This is an optimization exercise on Yosys and OpenROAD, whose aim is small area and a short achievable clock period, not a production implementation.
No functional check of the RTL was part of this run.
Power and IR drop assume default switching activity.

--- flow/config.mk ---
export PLATFORM = sky130hd
export DESIGN_NAME = mm2s_dds_modulator
export DESIGN_NICKNAME = mm2s_dds_modulator
export VERILOG_FILES = /design/flow/design.v
export SDC_FILE = /design/flow/constraint.sdc
export NUM_CORES = 4
export LEC_CHECK = 0
export CAP_MARGIN = 20
export CORE_MARGIN = 2
export CORE_UTILIZATION = 40
export CTS_CLUSTER_DIAMETER = 120
export CTS_CLUSTER_SIZE = 24
export SETUP_SLACK_MARGIN = 2.5
export SLEW_MARGIN = 20
--- flow/constraint.sdc ---
create_clock -name core_clock -period 5.5 [get_ports {S_AXI_CLK}]
set_input_delay 1.1000 -clock core_clock [delete_from_list [all_inputs] [get_ports {S_AXI_CLK}]]
set_output_delay 1.1000 -clock core_clock [all_outputs]
set_load 0.01 [all_outputs]
--- flow/design.v ---
package dds_modulator_pkg;
parameter FCLK_MHZ = 125;
parameter ENABLE_BIT = 0;
parameter DEBUG_BIT = 1;
parameter STATE_BITS = 3;    
parameter CONT_NO_MOD =     3'b?01;    
parameter CONT_MOD_FREC =   3'b111;
parameter CONT_MOD_PHASE =  3'b011;
parameter PULS_NO_MOD =     3'b?00;
parameter PULS_MOD_FREC =   3'b110;
parameter PULS_MOD_PHASE =  3'b010;
parameter PULS_NO_MOD_TB =     3'b000;
parameter CONT_NO_MOD_TB =  3'b001;    
parameter PERIOD_COUNTER_BITS = 15;
parameter PINC_BITS = 30;    
parameter BARKER_2 = 2'b10;
parameter BARKER_3 = 3'b110;
parameter BARKER_4 = 4'b1011;
parameter BARKER_5 = 5'b11101;
parameter BARKER_7 = 7'b1110010;
parameter BARKER_11 = 11'b11100010010;
parameter BARKER_13 = 13'b1111100110101;
parameter PHASE_OFFSET_180 = 536870911;
parameter MAX_DEBUG_PACKETS = 125000;
endpackage
`timescale 1ns / 1ps
module mm2s_dds_modulator(
    input wire          S_AXI_CLK,
    input wire          S_AXI_ARESETN,
    output wire         S_AXI_AWREADY,
    input wire   [31:0] S_AXI_AWADDR,
    input wire          S_AXI_AWVALID,
    output wire         S_AXI_WREADY,
    input wire   [31:0] S_AXI_WDATA,
    input wire   [3:0]  S_AXI_WSTRB,
    input wire          S_AXI_WVALID,
    input wire          S_AXI_BREADY,
    output wire  [1:0]  S_AXI_BRESP,
    output wire         S_AXI_BVALID,
    output wire         S_AXI_ARREADY,
    input wire   [31:0] S_AXI_ARADDR,
    input wire          S_AXI_ARVALID,
    input wire          S_AXI_RREADY,
    output wire  [31:0] S_AXI_RDATA,
    output wire  [1:0]  S_AXI_RRESP,
    output wire         S_AXI_RVALID,
    output wire dds_en_o,
    output wire [71:0] m_axis_modulation_tdata,
    output wire m_axis_modulation_tvalid,
    output wire m_axis_modulation_tlast,
    input wire m_axis_modulation_tready
);
    wire clk  = S_AXI_CLK;
    wire rstn = S_AXI_ARESETN;
    localparam [16:0] LFSR_LAST = 17'h1C742;
    reg w_data, w_resp;
    reg [2:0] widx;      
    always @(posedge clk) begin
        if (!rstn) begin
            w_data <= 1'b0;
            w_resp <= 1'b0;
        end else begin
            w_data <= w_data ? ~S_AXI_WVALID : (~w_resp & S_AXI_AWVALID);
            w_resp <= w_resp ? ~S_AXI_BREADY : (w_data & S_AXI_WVALID);
        end
    end
    assign S_AXI_AWREADY = ~(w_data | w_resp);
    assign S_AXI_WREADY  = w_data;
    assign S_AXI_BVALID  = w_resp;
    assign S_AXI_BRESP   = 2'b00;
    wire aw_bad = |S_AXI_AWADDR[1:0] | |S_AXI_AWADDR[7:5] | (S_AXI_AWADDR[4] & S_AXI_AWADDR[3]);
    always @(posedge clk)
        if (!w_data) widx <= aw_bad ? 3'd7 : S_AXI_AWADDR[4:2];
    wire wr = w_data & S_AXI_WVALID;
    wire we0 = wr & (widx == 3'd0);
    wire we1 = wr & (widx == 3'd1);
    wire we2 = wr & (widx == 3'd2);
    wire we3 = wr & (widx == 3'd3);
    wire we4 = wr & (widx == 3'd4);
    wire we5 = wr & (widx == 3'd5);
    reg [31:0] cfg0, cfg1, cfg2, cfg3, cfg4, cfg5;
    reg tlast_q;
    wire ld0 = rstn & we0, hd0 = rstn & ~we0;
    wire ld1 = rstn & we1, hd1 = rstn & ~we1;
    wire ld2 = rstn & we2, hd2 = rstn & ~we2;
    wire ld3 = rstn & we3, hd3 = rstn & ~we3;
    wire ld4 = rstn & we4, hd4 = rstn & ~we4;
    wire ld5 = rstn & we5, hd5 = rstn & ~we5;
    wire [31:0] wd = S_AXI_WDATA;
    wire [31:0] cfg0_n;
    assign cfg0_n[0]    = (ld0 & wd[0]) | (hd0 & cfg0[0]);
    assign cfg0_n[1]    = !rstn ? 1'b0 : cfg0[1] ? ~tlast_q : (we0 & wd[1]);
    assign cfg0_n[31:2] = ({30{ld0}} & wd[31:2]) | ({30{hd0}} & cfg0[31:2]);
    wire [31:0] cfg1_n = ({32{ld1}} & wd) | ({32{hd1}} & cfg1);
    wire [31:0] cfg2_n = ({32{ld2}} & wd) | ({32{hd2}} & cfg2);
    wire [31:0] cfg3_n = ({32{ld3}} & wd) | ({32{hd3}} & cfg3);
    wire [31:0] cfg4_n = ({32{ld4}} & wd) | ({32{hd4}} & cfg4);
    wire [31:0] cfg5_n = ({32{ld5}} & wd) | ({32{hd5}} & cfg5);
    always @(posedge clk) begin
        cfg0 <= cfg0_n;
        cfg1 <= cfg1_n;
        cfg2 <= cfg2_n;
        cfg3 <= cfg3_n;
        cfg4 <= cfg4_n;
        cfg5 <= cfg5_n;
    end
    reg r_valid;
    reg [31:0] rdata;
    always @(posedge clk) begin
        if (!rstn) r_valid <= 1'b0;
        else       r_valid <= r_valid ? ~S_AXI_RREADY : S_AXI_ARVALID;
    end
    assign S_AXI_ARREADY = ~r_valid;
    assign S_AXI_RVALID  = r_valid;
    assign S_AXI_RDATA   = rdata;
    assign S_AXI_RRESP   = 2'b00;
    wire ar_ok = ~|S_AXI_ARADDR[1:0] & ~|S_AXI_ARADDR[7:5] & ~r_valid;
    wire [2:0] ra = S_AXI_ARADDR[4:2];
    wire rs0 = ar_ok & (ra == 3'd0);
    wire rs1 = ar_ok & (ra == 3'd1);
    wire rs2 = ar_ok & (ra == 3'd2);
    wire rs3 = ar_ok & (ra == 3'd3);
    wire rs4 = ar_ok & (ra == 3'd4);
    wire rs5 = ar_ok & (ra == 3'd5);
    wire [31:0] rdata_n = ({32{r_valid}} & rdata) |
                          ({32{rs0}} & cfg0) | ({32{rs1}} & cfg1) | ({32{rs2}} & cfg2) |
                          ({32{rs3}} & cfg3) | ({32{rs4}} & cfg4) | ({32{rs5}} & cfg5);
    always @(posedge clk)
        rdata <= rdata_n;
    wire        en     = cfg0[0];
    wire        dbg    = cfg0[1];
    wire [2:0]  sb     = cfg1[2:0];
    wire [14:0] period = cfg2[14:0];
    wire [29:0] pinc   = cfg3[29:0];
    wire [29:0] phigh  = cfg4[29:0];
    wire [29:0] delta  = cfg5[29:0];
    wire [3:0]  bnum   = cfg5[31:28];
    reg  [14:0] pcnt;
    reg         ge_q;        
    reg  [29:0] mcnt;
    reg  [3:0]  bcnt;
    reg         sel_m_q;     
    reg         sel_p_q;     
    reg         offset_q;    
    reg  [16:0] lfsr;
    wire pto_n = sb[0] | ~ge_q;             
    wire [14:0] pcnt_inc = pcnt + 15'd1;
    wire [14:0] pcnt_n = (!rstn || (!sb[0] && pcnt == period)) ? 15'd0 :
                         (!sb[0] && en) ? pcnt_inc : pcnt;
    wire ge_n;
    dds_cmp_ge #(.W(15), .L(4)) u_ge (.a(pcnt_n), .b(cfg2_n[30:16]), .ge(ge_n));
    wire        ramp  = sb[2] & sb[1];
    wire        run   = en & sb[1] & pto_n;
    wire        mcmp;
    dds_cmp_ge #(.W(30), .L(5)) u_mcmp (.a(mcnt), .b(phigh), .ge(mcmp));
    wire [29:0] mstart = ramp ? pinc : 30'd0;
    wire [29:0] msum;
    dds_add #(.W(30), .L(5)) u_madd (.a(mcnt), .b(sb[2] ? delta : 30'd1), .s(msum));
    wire [29:0] mcnt_n = (run && !mcmp) ? msum : mstart;
    wire        barker_en = ~sb[2] & sb[1] & pto_n;
    wire [3:0]  bcnt_inc  = bcnt + 4'd1;
    wire        bwrap     = (bcnt_inc == bnum);       
    wire        bstep     = run & mcmp;
    wire [3:0]  bcnt_n    = (!barker_en) ? 4'd0 : !bstep ? bcnt : bwrap ? 4'd0 : bcnt_inc;
    wire [15:0] code_n    = {3'b000, cfg5_n[12:0]};
    wire        code_bit  = code_n[bcnt_n];
    wire        bmode_n   = ~cfg1_n[2] & cfg1_n[1];
    wire        offset_n  = bmode_n & ~code_bit;
    wire        pon_n  = cfg1_n[0] | ~ge_n;
    wire        ramp_n = cfg1_n[2] & cfg1_n[1];
    wire        cnt_go  = rstn & m_axis_modulation_tready & en & dbg & ~tlast_q;
    wire [16:0] lfsr_n  = cnt_go ? {lfsr[15:0], ~(lfsr[16] ^ lfsr[13])} : 17'd0;
    wire        tlast_n = cnt_go & (lfsr == LFSR_LAST);
    always @(posedge clk) begin
        pcnt     <= pcnt_n;
        ge_q     <= ge_n;
        mcnt     <= mcnt_n;
        bcnt     <= bcnt_n;
        offset_q <= offset_n;
        sel_m_q  <= ramp_n & pon_n;
        sel_p_q  <= ~ramp_n & pon_n;
        lfsr     <= lfsr_n;
        tlast_q  <= tlast_n;
    end
    assign dds_en_o = en;
    assign m_axis_modulation_tvalid = en & m_axis_modulation_tready;
    assign m_axis_modulation_tlast  = tlast_q;
    assign m_axis_modulation_tdata  = {7'b0, ~sb[0] & ge_q, 2'b00, 1'b0, {29{offset_q}}, 2'b00,
                                       ({30{sel_m_q}} & mcnt) | ({30{sel_p_q}} & pinc)};
endmodule
module dds_cmp_ge #(parameter W = 15, parameter L = 4) (
    input  [W-1:0] a,
    input  [W-1:0] b,
    output         ge
);
    localparam N = 1 << L;
    wire [N*(L+1)-1:0] gt, lt;
    genvar i, l;
    generate
        for (i = 0; i < N; i = i + 1) begin : lv0
            if (i < W) begin : leaf
                assign gt[i] = a[i] & ~b[i];
                assign lt[i] = ~a[i] & b[i];
            end else begin : pad
                assign gt[i] = 1'b0;
                assign lt[i] = 1'b0;
            end
        end
        for (l = 0; l < L; l = l + 1) begin : lv
            for (i = 0; i < N; i = i + 1) begin : nd
                if (i < (N >> (l + 1))) begin : node
                    assign gt[(l+1)*N + i] = gt[l*N + 2*i + 1] | (~lt[l*N + 2*i + 1] & gt[l*N + 2*i]);
                    assign lt[(l+1)*N + i] = lt[l*N + 2*i + 1] | (~gt[l*N + 2*i + 1] & lt[l*N + 2*i]);
                end else begin : unused
                    assign gt[(l+1)*N + i] = 1'b0;
                    assign lt[(l+1)*N + i] = 1'b0;
                end
            end
        end
    endgenerate
    assign ge = ~lt[L*N];
endmodule
module dds_add #(parameter W = 30, parameter L = 5) (
    input  [W-1:0] a,
    input  [W-1:0] b,
    output [W-1:0] s
);
    wire [W*(L+1)-1:0] g, p;
    genvar i, l;
    generate
        for (i = 0; i < W; i = i + 1) begin : lv0
            assign g[i] = a[i] & b[i];
            assign p[i] = a[i] ^ b[i];
        end
        for (l = 0; l < L; l = l + 1) begin : lv
            for (i = 0; i < W; i = i + 1) begin : nd
                if ((i >> l) & 1) begin : node
                    assign g[(l+1)*W + i] = g[l*W + i] | (p[l*W + i] & g[l*W + ((i >> l) << l) - 1]);
                    assign p[(l+1)*W + i] = p[l*W + i] & p[l*W + ((i >> l) << l) - 1];
                end else begin : pass
                    assign g[(l+1)*W + i] = g[l*W + i];
                    assign p[(l+1)*W + i] = p[l*W + i];
                end
            end
        end
    endgenerate
    assign s = p[W-1:0] ^ {g[L*W +: W-1], 1'b0};
endmodule
--- flow/flow/run.sh ---
#!/bin/bash
set -e
HERE=$(pwd)
mkdir -p "$HERE/scripts_alt"
for f in "$FLOW_HOME"/scripts/*; do ln -sf "$f" "$HERE/scripts_alt/"; done
rm -f "$HERE/scripts_alt/abc_speed.script"
cp "$HERE/flow/abc_speed.script" "$HERE/scripts_alt/abc_speed.script"
export SCRIPTS_DIR="$HERE/scripts_alt"
export BUFFER_PORTS_ARGS="-buffer_cell sky130_fd_sc_hd__buf_1"
export SKIP_GATE_CLONING=1
cp standard.sh standard_sh.log
bash standard.sh > standard.log 2>&1
--- flow/flow/abc_speed.script ---
&get -n
&st
&dch
&nf
&put
buffer -c
topo
stime -c
upsize -c
dnsize -c
--- flow/standard.sh ---
#!/bin/bash
# synth_recipe.tcl (not shown) runs the flow's synth.tcl, then flattens the netlist and writes it again
# the make line also repeats each setting of config.mk as NAME=value (left out here)
make -C /OpenROAD-flow-scripts/flow DESIGN_CONFIG=/design/flow/config.mk WORK_HOME=/design/flow/orfs CLKGATE_MAP_FILE= SYNTH_SCRIPT=/design/flow/synth_recipe.tcl "${@:-finish}"
==> flow_summary.json <==
{
  "status": "finished clean",
  "hold_violations": 0,
  "tns_ns": 0,
  "avgSynthCellArea_um2": 9.72,
  "antenna_found_initial": 4,
  "min_period_ns": 3.11,
  "drive_gt1_frac": 0.106,
  "dieArea_um2": 35100,
  "clockBufferDepth": 3,
  "min_path_cells": 1,
  "synth_top_family_by_area": "compound AO/OA/AOI/OAI gates",
  "clock-sinks": 301,
  "htree_levels": 1,
  "arrival_ns": 3.49,
  "die_y_um": 187,
  "synthesis.area_um2": 13500,
  "synth_edf_count": 3,
  "p_per_area_nw_per_um2": 236,
  "rr_worst_depth": 14,
  "period_share": 0.566,
  "io_buffers": 155,
  "wl_per_cell_um": 22.5,
  "async_reset_ff_frac": 0,
  "start_kind": "register",
  "fmax_mhz": 321,
  "yosys_register_bits": 301,
  "core_um2": 33400,
  "tightest_slew_ns": 1.02,
  "chipWidth_um": 187,
  "grt_max_degree": 57,
  "grt_usage": 0.238,
  "hold_start": "lfsr[11]$_SDFF_PN0_",
  "r2r_setup_slack_ns": 2.39,
  "crit_path_max_incr_delay_ns": 0.45,
  "wirelength_um": 43700,
  "multi_input_area_um2": 7000,
  "dr.first_iter.drc_count": 1332,
  "drc": 0,
  "cts_hold_buffers": 0,
  "skew_ns": 0.0160,
  "slew_viol_final": 0,
  "vias": 11600,
  "drt-vias-per-instance": 5.97,
  "clock_latency_ns": 0.51,
  "r2r_start": "cfg1[2]$_DFF_P_",
  "slew_headroom": 0.314,
  "grt-ovfl-total": 0,
  "drtAntennaViolNets": 0,
  "worstSetupPathType": "reg -> reg",
  "dpl.hpwl_um": 28700,
  "cellLeakagePower_uw": 0.00564,
  "grt_pass1_vias": 10900,
  "final_util": 0.456,
  "grt_pass1_wl_um": 65900,
  "synth_cell_types": 65,
  "synth-simple-area-share": 0.140,
  "ys.flop_type": "dfxtp_1",
  "globalplace.congestion": 0.869,
  "io_pins": 224,
  "min_path_type": "reg -> reg",
  "holdPathEnd": "lfsr[12]$_SDFF_PN0_",
  "cts_tree": "yes",
  "yosys_warnings": 3,
  "setup_viol": 0,
  "cp.required_ns": 5.88,
  "synth_mux_area_frac": 0.00456,
  "path_max_fanout": 4,
  "layout.nets": 1636,
  "slowest_stage": "o41a_1",
  "synthXorXnorAreaFrac": 0.0371,
  "area_growth_pct": 13.2,
  "crit_chain": "nand2b_1 -> ha_1 -> inv_1 -> fa_2 -> o21ai_4 -> a31oi_4 -> o21ai_4 -> a21o_1 -> a31oi_4 -> o41a_1 -> buf_4 -> o31ai_4 -> xnor2_1 -> o21ai_1",
  "yosys.area.top_type_share": 0.443,
  "synth_fa_ha_area_frac": 0.0353,
  "rsz0062_at_grt": "yes",
  "first_pass_iters": 7,
  "synthCells": 1384,
  "fp-row-count": 67,
  "drv.max_cap_violation_count": 0,
  "endpoint_kind": "register",
  "synth_area_leaders": "dfxtp_1 (44%), a22o_1 (14%), a222oi_1 (4.8%), nand3_1 (2.9%), ha_1 (2.8%)",
  "synth_compound_area_frac": 0.273,
  "cts_buffers": 16,
  "yosysSeqAreaShare": 0.450,
  "initial_core_util": 0.403,
  "clk_pin_slew_ns": 0.10,
  "r2r-end": "mcnt[29]$_DFF_P_",
  "yosys.area.top_type": "dfxtp_1",
  "root_buffer": "clkbuf_16",
  "num-fill-cells": 3225,
  "vdd_drop_max_mv": 0.170,
  "seqCellArea_um2": 6070
}
## cell usage after synthesis (5+ instances only)
library cell  number
and2_1            53
xor2_1            24
or2_2              5
nor2b_1           22
xnor2_1           33
a21o_1             5
fa_1               5
a22o_1           217
buf_1              7
nand2_1           77
nand4_1            9
nand2b_1          31
mux2i_1            5
a222oi_1          64
dfxtp_1          298
o31ai_1            8
o21ai_0           53
nor3_1            23
inv_1             33
nor2_1            32
clkbuf_1          78
buf_4             46
nand3_1           78
ha_1              30
a21oi_1           33
o21a_1            10
a31oi_1           20
o21ai_1           18
## state kept, by name (all words and copies together) (netlist names)
| signal | flops |
|---|---|
| rdata | 32 |
| w_resp | 1 |
| offset_q | 1 |
| pcnt | 15 |
| cfg4 | 32 |
| cfg3 | 32 |
| widx | 3 |
| bcnt | 4 |
| r_valid | 1 |
| mcnt | 30 |
| w_data | 1 |
| cfg1 | 32 |
| tlast_q | 1 |
| cfg5 | 32 |
| lfsr | 17 |
| cfg2 | 32 |
| sel_m_q | 1 |
| sel_p_q | 1 |
| cfg0 | 32 |
| ge_q | 1 |
## cells by family (layout without fill, tap and decap cells)
logic type | Yosys count | in the layout
XOR/XNOR | 57 | 57
AND/OR/NAND/NOR | 357 | 357
multiplexers | 6 | 6
AO/OA/AOI/OAI | 459 | 459
adder cells (fa/ha/maj) | 35 | 35
other | 1 | 18
flip-flops | 301 | 301
buffers and inverters | 168 | 263
## report_power, final
part | total, uW | switching [uW] | internal [uW] | leakage [uW]
combinational | 116 | 94.1 | 22.1 | 0.00300
clock | 1290 | 730 | 561 | 0.000218
sequential | 2190 | 3.82 | 2180 | 0.00243
total | 3590 | 827 | 2770 | 0.00564
## cell usage in the layout, fill, tap and decap left out, types with 14 or more instances in the layout
| cell | count |
|---|---|
| a21oi_1 | 28 |
| a222oi_1 | 64 |
| a22o_1 | 217 |
| a31oi_1 | 14 |
| and2_1 | 49 |
| buf_1 | 155 |
| buf_4 | 54 |
| clkbuf_16 | 17 |
| conb_1 | 16 |
| dfxtp_1 | 289 |
| ha_1 | 28 |
| inv_1 | 33 |
| nand2_1 | 75 |
| nand2b_1 | 31 |
| nand3_1 | 78 |
| nor2_1 | 30 |
| nor3_1 | 17 |
| o21ai_0 | 47 |
| o21ai_1 | 20 |
| xnor2_1 | 33 |
| xor2_1 | 23 |
## worst max-delay path by stage
stage	from	to	slack, ns	depth (start not counted)
final	cfg1[2]$_DFF_P_	mcnt[29]$_DFF_P_	2.39	14
after global routing	cfg1[2]$_DFF_P_	mcnt[29]$_DFF_P_	2.28	14
after CTS	cfg1[2]$_DFF_P_	mcnt[25]$_DFF_P_	2.30	15
after detailed placement	S_AXI_WVALID	sel_p_q$_DFF_P_	1.56	12
after global placement	S_AXI_WVALID	sel_p_q$_DFF_P_	1.62	12
after floorplan	S_AXI_WVALID	sel_m_q$_DFF_P_	2.50	12
## final cells by class
cell class / count / share of cell area
Multi-Input combinational cell: 930 / 0.460
Sequential cell: 301 / 0.399
Timing Repair Buffer: 211 / 0.0674
Tap cell: 448 / 0.0368
Clock buffer: 17 / 0.0279
Inverter: 33 / 0.00813
Clock inverter: 2 / 0.000904
Antenna cell: 2 / 0.000329
## through the flow
stage | hold slack (ns) | power, uW | cell area [um2] | setup slack, ns | cells
CTS | 0.458 | 3610 | 14900 | 2.30 | 1923
global placement | 0.429 | 2350 | 14200 | 1.62 | 1890
finish | 0.456 | 3590 | 15200 | 2.39 | 1944
floorplan | 0.420 | 2290 | 13500 | 2.50 | 1399
detailed placement | 0.437 | 2350 | 14200 | 1.56 | 1890
global route | 0.484 | 3700 | 15200 | 2.28 | 1943
## per-layer routing
metal | global-route usage | routed length, um
met4 | 0.0739 | 1270
met5 | 0 | 34
met1 | 0.333 | 19500
met2 | 0.378 | 19700
met3 | 0.0373 | 3190
## worst max-delay path: cells and delay by family (launching register included)
family / cells / cell delay (ns)
xor+xnor: 1 / 0.15
simple gates: 1 / 0.07
compound gates: 8 / 1.64
fa+ha+maj: 2 / 0.51
flops: 1 / 0.37
buf+inv: 2 / 0.24
## repair_timing
item | in CTS | in global routing
pin swaps | 12 | 21
resized for setup | 29 | 46
buffers inserted | 14 | 19
setup endpoints to repair | 33 | 33

==> re-timing with driven ports <==
How much do the figures lean on ideal ports? The routed layout below was timed once more, with nothing changed but the port constraints. Step 1 sets driving cells, clkbuf_16 on the clock port and buf_2 on the other inputs (assumed; they add their load-dependent delay and slew). Step 2 adds t to the input delays and takes it off the output delays; t is the mean of the earliest and latest rising clock arrival at the registers after step 1. Input paths then give back, and output paths get back, about the clock's delay inside the block. Three values: ideal ports, drivers, drivers and shift; two values: the first two.
t, ns: 0.556
setup WS [ns]: 2.385 / 2.385 / 2.143
worst setup path at the end: input to register
clock arrival spread, ns: 0.016 / 0.017
worst data-port slew with drivers (ns): 0.10
After both steps this run still meets setup and hold. The setup slack of this run moves by 0.000 ns with the drivers and by -0.242 ns with both steps.
